Background: an optimization exercise with open tools, aiming at small area and a short achievable clock period. Do not read the settings as production practice. At most, simulation tests tie the RTL to the original design; equivalence was not proved. Power figures rest on the tool's default switching activity, not on a simulated workload.

==> harbor: inputs <==
Design opstack, start of the top module:
module opstack(clk, num, op, x, qtop);
  input clk, num, op;
  input [15:0] x;
  output [15:0] qtop;
  wire [15:0] qnext, d;
  wire push, pop;
  alu alu0(.a(qtop), .b(qnext), .f(x[4:0]), .x(x), .push(num), .op(op), .s(d));
  stack stack0(clk, push, pop, d, qtop, qnext);
  assign push=num;
  assign pop=op&~x[4];
endmodule
==> flow/config.mk <==
export PLATFORM = sky130hd
export DESIGN_NAME = opstack
export DESIGN_NICKNAME = opstack
export VERILOG_FILES = /design/flow/design.v
export SDC_FILE = /design/flow/constraint.sdc
export NUM_CORES = 4
export LEC_CHECK = 0
export CAP_MARGIN = 20
export CORE_MARGIN = 2
export CORE_UTILIZATION = 40
export SETUP_SLACK_MARGIN = 2.5
export SLEW_MARGIN = 20
export SYNTH_HIERARCHICAL = 1
==> flow/constraint.sdc <==
create_clock -name core_clock -period 7.0 [get_ports {clk}]
set_input_delay 1.4000 -clock core_clock [delete_from_list [all_inputs] [get_ports {clk}]]
set_output_delay 1.4000 -clock core_clock [all_outputs]
set_load 0.01 [all_outputs]
run.sh (not shown) runs the stock make flow with config.mk's settings and CLKGATE_MAP_FILE= SYNTH_SCRIPT=/design/flow/synth_recipe.tcl, a recipe that flattens the netlist after the stock synthesis.
==> sierra: changes against harbor <==
--- a/flow/design.v
+++ b/flow/design.v
@@ -18,66 +18,98 @@
   wire f_ne   = (f == 5'b01011);
   wire f_ge   = (f == 5'b01100);
   wire f_le   = (f == 5'b01101);
   wire f_gt   = (f == 5'b01110);
   wire f_lt   = (f == 5'b01111);
   wire f_neg  = (f == 5'b10000);
   wire f_bnot = (f == 5'b10001);
   wire f_not  = (f == 5'b10010);
-  wire inv = ~(f_add | f_band | f_bor | f_bxor);
-  wire zb  = f_neg | f_bnot;
-  wire [15:0] bz = zb ? 16'h0000 : b;
-  wire [15:0] ax = inv ? ~a : a;
-  wire [15:0] p = bz ^ ax;
-  wire [15:0] g = bz & ax;
-  wire [16:0] c;
-  assign c[0] = inv;
-  prefix16 pre0(.g(g), .p(p), .ci(inv), .c(c[16:1]));
-  wire [15:0] sum = p ^ c[15:0];
-  wire eq = &p;
-  wire lt = (b[15] ^ a[15]) ? b[15] : sum[15];    
+  wire [15:0] e, ba, bo, bna;
+  eqv16 eqv0(.a(a), .b(b), .e(e));
+  lgc16 lgc0(.a(a), .b(b), .ba(ba), .bo(bo), .bna(bna));
+  wire eq = &e;
+  wire ge_u;                           
+  cmp16 cmp0(.g(bna), .p(e), .c(ge_u));
+  wire lt = (b[15] ^ a[15]) ? b[15] : ~ge_u;
   wire anz = |a, bnz = |b;
   wire bit0 = (f_and & anz & bnz) | (f_or & (anz | bnz)) | (f_eq & eq) |
               (f_ne & ~eq) | (f_ge & ~lt) | (f_le & (lt | eq)) |
               (f_gt & ~(lt | eq)) | (f_lt & lt) | (f_not & ~anz);
-  genvar i;
   wire big = |a[15:4];
   wire [15:0] br;
+  genvar i;
   generate for (i = 0; i < 16; i = i + 1) begin : g_rev
     assign br[i] = b[15 - i];
   end endgenerate
-  wire [15:0] bs = f_shr ? br : b;
+  wire [15:0] bs = f[2] ? br : b;
   wire [15:0] sh = bs << a[3:0];
   wire [15:0] shr;
   generate for (i = 0; i < 16; i = i + 1) begin : g_rev2
     assign shr[i] = sh[15 - i];
   end endgenerate
-  wire [15:0] prod;
-  mul_lo mul0(.a(a), .b(b), .p(prod));
-  wire op_ok = ~push & op;
+  wire [15:0] nra, nrb;
+  mul_rows mul0(.a(a), .b(b), .nra(nra), .nrb(nrb));
+  wire opv  = ~push & op;
   wire hold = ~push & ~op;
-  wire s_sum = op_ok & (f_add | f_sub | f_neg);
-  wire s_mul = op_ok & f_mul;
-  wire s_shl = op_ok & f_shl & ~big;
-  wire s_shr = op_ok & f_shr & ~big;
-  wire s_p   = op_ok & (f_bxor | f_bor | f_bnot);
-  wire s_g   = op_ok & (f_band | f_bor);
-  wire s_b0  = op_ok;
-  assign s = ({16{push}} & x) | ({16{s_sum}} & sum) | ({16{s_mul}} & prod) |
-             ({16{s_shl}} & sh) | ({16{s_shr}} & shr) | ({16{s_p}} & p) |
-             ({16{s_g}} & g) | {15'd0, s_b0 & bit0} | ({16{hold}} & a);
+  wire s_mul = opv & f_mul;
+  wire s_b   = opv & (f_add | f_sub);
+  wire s_ap  = opv & f_add;
+  wire s_an  = opv & (f_sub | f_neg | f_bnot);
+  wire s_and = opv & f_band;
+  wire s_or  = opv & f_bor;
+  wire s_xor = opv & f_bxor;
+  wire s_shl = opv & f_shl & ~big;
+  wire s_shr = opv & f_shr & ~big;
+  wire s_cmp = opv;
+  wire ci    = opv & (f_sub | f_neg);
+  wire [15:0] lo = ({16{push}} & x) | ({16{hold}} & a) | ({16{s_b}} & b) |
+                   ({16{s_and}} & ba) | ({16{s_or}} & bo) |
+                   ({16{s_xor}} & ~e) | ({16{s_shl}} & sh) |
+                   ({16{s_shr}} & shr) | {15'd0, s_cmp & bit0};
+  wire [15:0] vo = ({16{s_ap}} & a) | ({16{s_an}} & ~a);
+  wire [15:0] u, v;
+  rowsel rsu(.s(s_mul), .n(nra), .o(lo), .y(u));
+  rowsel rsv(.s(s_mul), .n({nrb[15:1], 1'b1}), .o(vo), .y(v));
+  add16 add0(.u(u), .v(v), .ci(ci), .s(s));
 endmodule
-module prefix16(g, p, ci, c);
-  input [15:0] g, p;
+module rowsel(s, n, o, y);
+  input s;
+  input [15:0] n, o;
+  output [15:0] y;
+  assign y = ({16{s}} & ~n) | o;
+endmodule
+module eqv16(a, b, e);
+  input [15:0] a, b;
+  output [15:0] e;
+  assign e = ~(b ^ a);
+endmodule
+module lgc16(a, b, ba, bo, bna);
+  input [15:0] a, b;
+  output [15:0] ba, bo, bna;
+  assign ba = b & a;
+  assign bo = b | a;
+  assign bna = b & ~a;
+endmodule
+module add16(u, v, ci, s);
+  input [15:0] u, v;
   input ci;
+  output [15:0] s;
+  wire [15:0] p = u ^ v;
+  wire [15:0] g = u & v;
+  wire [15:0] c;
+  prefix16 pre0(.g({g[15:1], g[0] | (p[0] & ci)}), .p(p), .c(c));
+  assign s = p ^ {c[14:0], ci};
+endmodule
+module prefix16(g, p, c);
+  input [15:0] g, p;
   output [15:0] c;
   wire [15:0] G0, P0, G1, P1, G2, P2, G3, P3, G4, P4;
-  assign G0 = {g[15:1], g[0] | (p[0] & ci)};
-  assign P0 = {p[15:1], 1'b0};
+  assign G0 = g;
+  assign P0 = p;
   genvar i;
   generate
     for (i = 0; i < 16; i = i + 1) begin : g_pre
       if ((i % 2) >= 1) begin : l1
         assign G1[i] = G0[i] | (P0[i] & G0[(i/2)*2 + 0]);
         assign P1[i] = P0[i] & P0[(i/2)*2 + 0];
       end else begin : l1n
         assign G1[i] = G0[i]; assign P1[i] = P0[i];
@@ -99,19 +131,43 @@
         assign P4[i] = P3[i] & P3[7];
       end else begin : l4n
         assign G4[i] = G3[i]; assign P4[i] = P3[i];
       end
       assign c[i] = G4[i];
     end
   endgenerate
 endmodule
-module mul_lo(a, b, p);
+module cmp16(g, p, c);
+  input [15:0] g, p;
+  output c;
+  wire [15:0] g1 = {g[15:1], g[0] | p[0]};
+  wire [7:0] G1, P1;
+  wire [3:0] G2, P2;
+  wire [1:0] G3, P3;
+  genvar i;
+  generate
+    for (i = 0; i < 8; i = i + 1) begin : l1
+      assign G1[i] = g1[2*i+1] | (p[2*i+1] & g1[2*i]);
+      assign P1[i] = p[2*i+1] & p[2*i];
+    end
+    for (i = 0; i < 4; i = i + 1) begin : l2
+      assign G2[i] = G1[2*i+1] | (P1[2*i+1] & G1[2*i]);
+      assign P2[i] = P1[2*i+1] & P1[2*i];
+    end
+    for (i = 0; i < 2; i = i + 1) begin : l3
+      assign G3[i] = G2[2*i+1] | (P2[2*i+1] & G2[2*i]);
+      assign P3[i] = P2[2*i+1] & P2[2*i];
+    end
+  endgenerate
+  assign c = G3[1] | (P3[1] & G3[0]);
+endmodule
+module mul_rows(a, b, nra, nrb);
   input [15:0] a, b;
-  output [15:0] p;
+  output [15:0] nra, nrb;   
   wire [15:0] npp [0:15];
   genvar gi;
   generate for (gi = 0; gi < 16; gi = gi + 1) begin : g_pp
     assign npp[gi] = ~(b & {16{a[gi]}});
   end endgenerate
   wire s1;
   wire c2;
   wire s3;
@@ -434,23 +490,18 @@
   fa us198(.a(s135), .b(c168), .c(s169), .s(s198), .co(c199));
   fa us200(.a(s139), .b(c170), .c(s171), .s(s200), .co(c201));
   fa us202(.a(s143), .b(c172), .c(s173), .s(s202), .co(c203));
   fa us204(.a(s147), .b(c174), .c(s175), .s(s204), .co(c205));
   assign x206 = x152 ^ c176;
   assign x207 = x177 ^ x178;
   assign x208 = x179 ^ c205;
   assign x209 = x206 ^ x207;
-  wire [15:0] ra = {x208, ~c203, ~c201, ~c199, ~c197, ~c195, ~c193, ~c191, ~c189, ~c187, ~c185, ~c183, ~c181, ~npp[2][0], ~npp[0][1], ~npp[0][0]};
-  wire [15:0] rb = {~x209, ~s204, ~s202, ~s200, ~s198, ~s196, ~s194, ~s192, ~s190, ~s188, ~s186, ~s184, ~s182, ~s180, ~npp[1][0], 1'b0};
-  wire [15:0] fp = ra ^ rb;
-  wire [15:0] fg = ra & rb;
-  wire [15:0] fc;
-  prefix16 pre0(.g(fg), .p(fp), .ci(1'b0), .c(fc));
-  assign p = fp ^ {fc[14:0], 1'b0};
+  assign nra = {~x208, c203, c201, c199, c197, c195, c193, c191, c189, c187, c185, c183, c181, npp[2][0], npp[0][1], npp[0][0]};
+  assign nrb = {x209, s204, s202, s200, s198, s196, s194, s192, s190, s188, s186, s184, s182, s180, npp[1][0], 1'b1};
 endmodule
 module fa(a, b, c, s, co);
   input a, b, c;
   output s, co;
   assign s = a ^ b ^ c;
   assign co = (a & b) | (a & c) | (b & c);
 endmodule
 module nha(a, b, s, co);
@@ -468,32 +519,39 @@
   wire [N-1:0] n1, n2, n3;
   assign qtop=q[0];
   assign qnext=q[1];
   wire dn = push;             
   wire up = pop & ~push;      
   wire hd = ~push & ~pop;     
   sel3 #(N) m1(.s0(dn), .s1(up), .s2(hd), .a(q[0]), .b(q[2]), .c(q[1]), .y(n1));
   sel3 #(N) m2(.s0(dn), .s1(up), .s2(hd), .a(q[1]), .b(q[3]), .c(q[2]), .y(n2));
-  sel3 #(N) m3(.s0(dn), .s1(1'b0), .s2(hd), .a(q[2]), .b({N{1'b0}}), .c(q[3]), .y(n3));
+  sel2 #(N) m3(.s0(dn), .s1(hd), .a(q[2]), .b(q[3]), .y(n3));
   always @(posedge clk)
     begin
       q[0] <= d;
       q[1] <= n1;
       q[2] <= n2;
       q[3] <= n3;
     end
 endmodule
 module sel3(s0, s1, s2, a, b, c, y);
   parameter N=16;
   input s0, s1, s2;
   input [N-1:0] a, b, c;
   output [N-1:0] y;
   assign y = ({N{s0}} & a) | ({N{s1}} & b) | ({N{s2}} & c);
 endmodule
+module sel2(s0, s1, a, b, y);
+  parameter N=16;
+  input s0, s1;
+  input [N-1:0] a, b;
+  output [N-1:0] y;
+  assign y = ({N{s0}} & a) | ({N{s1}} & b);
+endmodule
 module opstack(clk, num, op, x, qtop);
   input clk, num, op;
   input [15:0] x;
   output [15:0] qtop;
   wire [15:0] qnext, d;
   wire push, pop;
   alu alu0(.a(qtop), .b(qnext), .f(x[4:0]), .x(x), .push(num), .op(op), .s(d));
   stack stack0(clk, push, pop, d, qtop, qnext);
==> flow/flow/run.sh (new file) <==
#!/bin/bash
# Standard layout, with port buffers of the smallest buffer cell.
set -e
export BUFFER_PORTS_ARGS="-buffer_cell sky130_fd_sc_hd__buf_1"
bash standard.sh > standard.log 2>&1
==> flow/standard.sh (new file) <==
#!/bin/bash
# synth_recipe.tcl (not shown) runs the flow's synth.tcl, then flattens the netlist and writes it again
# the make line also repeats each setting of config.mk as NAME=value (left out here)
make -C /OpenROAD-flow-scripts/flow DESIGN_CONFIG=/design/flow/config.mk WORK_HOME=/design/flow/orfs CLKGATE_MAP_FILE= SYNTH_SCRIPT=/design/flow/synth_recipe.tcl "${@:-finish}"
Settings changed: CTS_BUF_LIST set to sky130_fd_sc_hd__clkbuf_4 sky130_fd_sc_hd__clkbuf_8.
removed: flow/run.sh
==> summary of the runs <==
- In sequential power, harbor and sierra hardly differ.
- Count of clock-buffer cells in the layout: sierra is lower than harbor (1).
- First-iteration DRC count: sierra is smaller than harbor (2.5%).
- harbor went through all stages and came out clean. sierra completed with no timing, DRC or antenna violations.
- In sierra the global-route usage is lower than in harbor, by 5.8 points.
For harbor, only the layout was checked, not whether the RTL still works.

==> what the ideal ports hide <==
No port has a modelled driver above. Below, the same layouts with a new extraction and two added sets of constraints. Step 1, drivers: a clkbuf_16 drives clk and a buf_2 each remaining input, both assumed. Step 2 moves the port delays by t, midway between the first and last clock arrival at a register: inputs arrive t later, outputs are due t later. That takes back most of the time a late clock gives input paths. a / b / c = ideal / step 1 / step 2; a / b = the first two.
run | shift t [ns] | setup slack, ns | worst setup path after step 2 | slew at the worst register clock pin (ns) | worst data-port slew with drivers (ns)
harbor | 0.363 | 2.237 / 2.237 / 1.915 | input to register | 0.06 / 0.06 | 0.07
sierra | 0.392 | 2.508 / 2.487 / 2.095 | input to register | 0.08 / 0.08 | 0.06
After both steps every run listed still meets setup and hold. For sierra, which loses most, drivers alone change the setup slack by -0.021 ns; drivers and shift together by -0.413 ns.
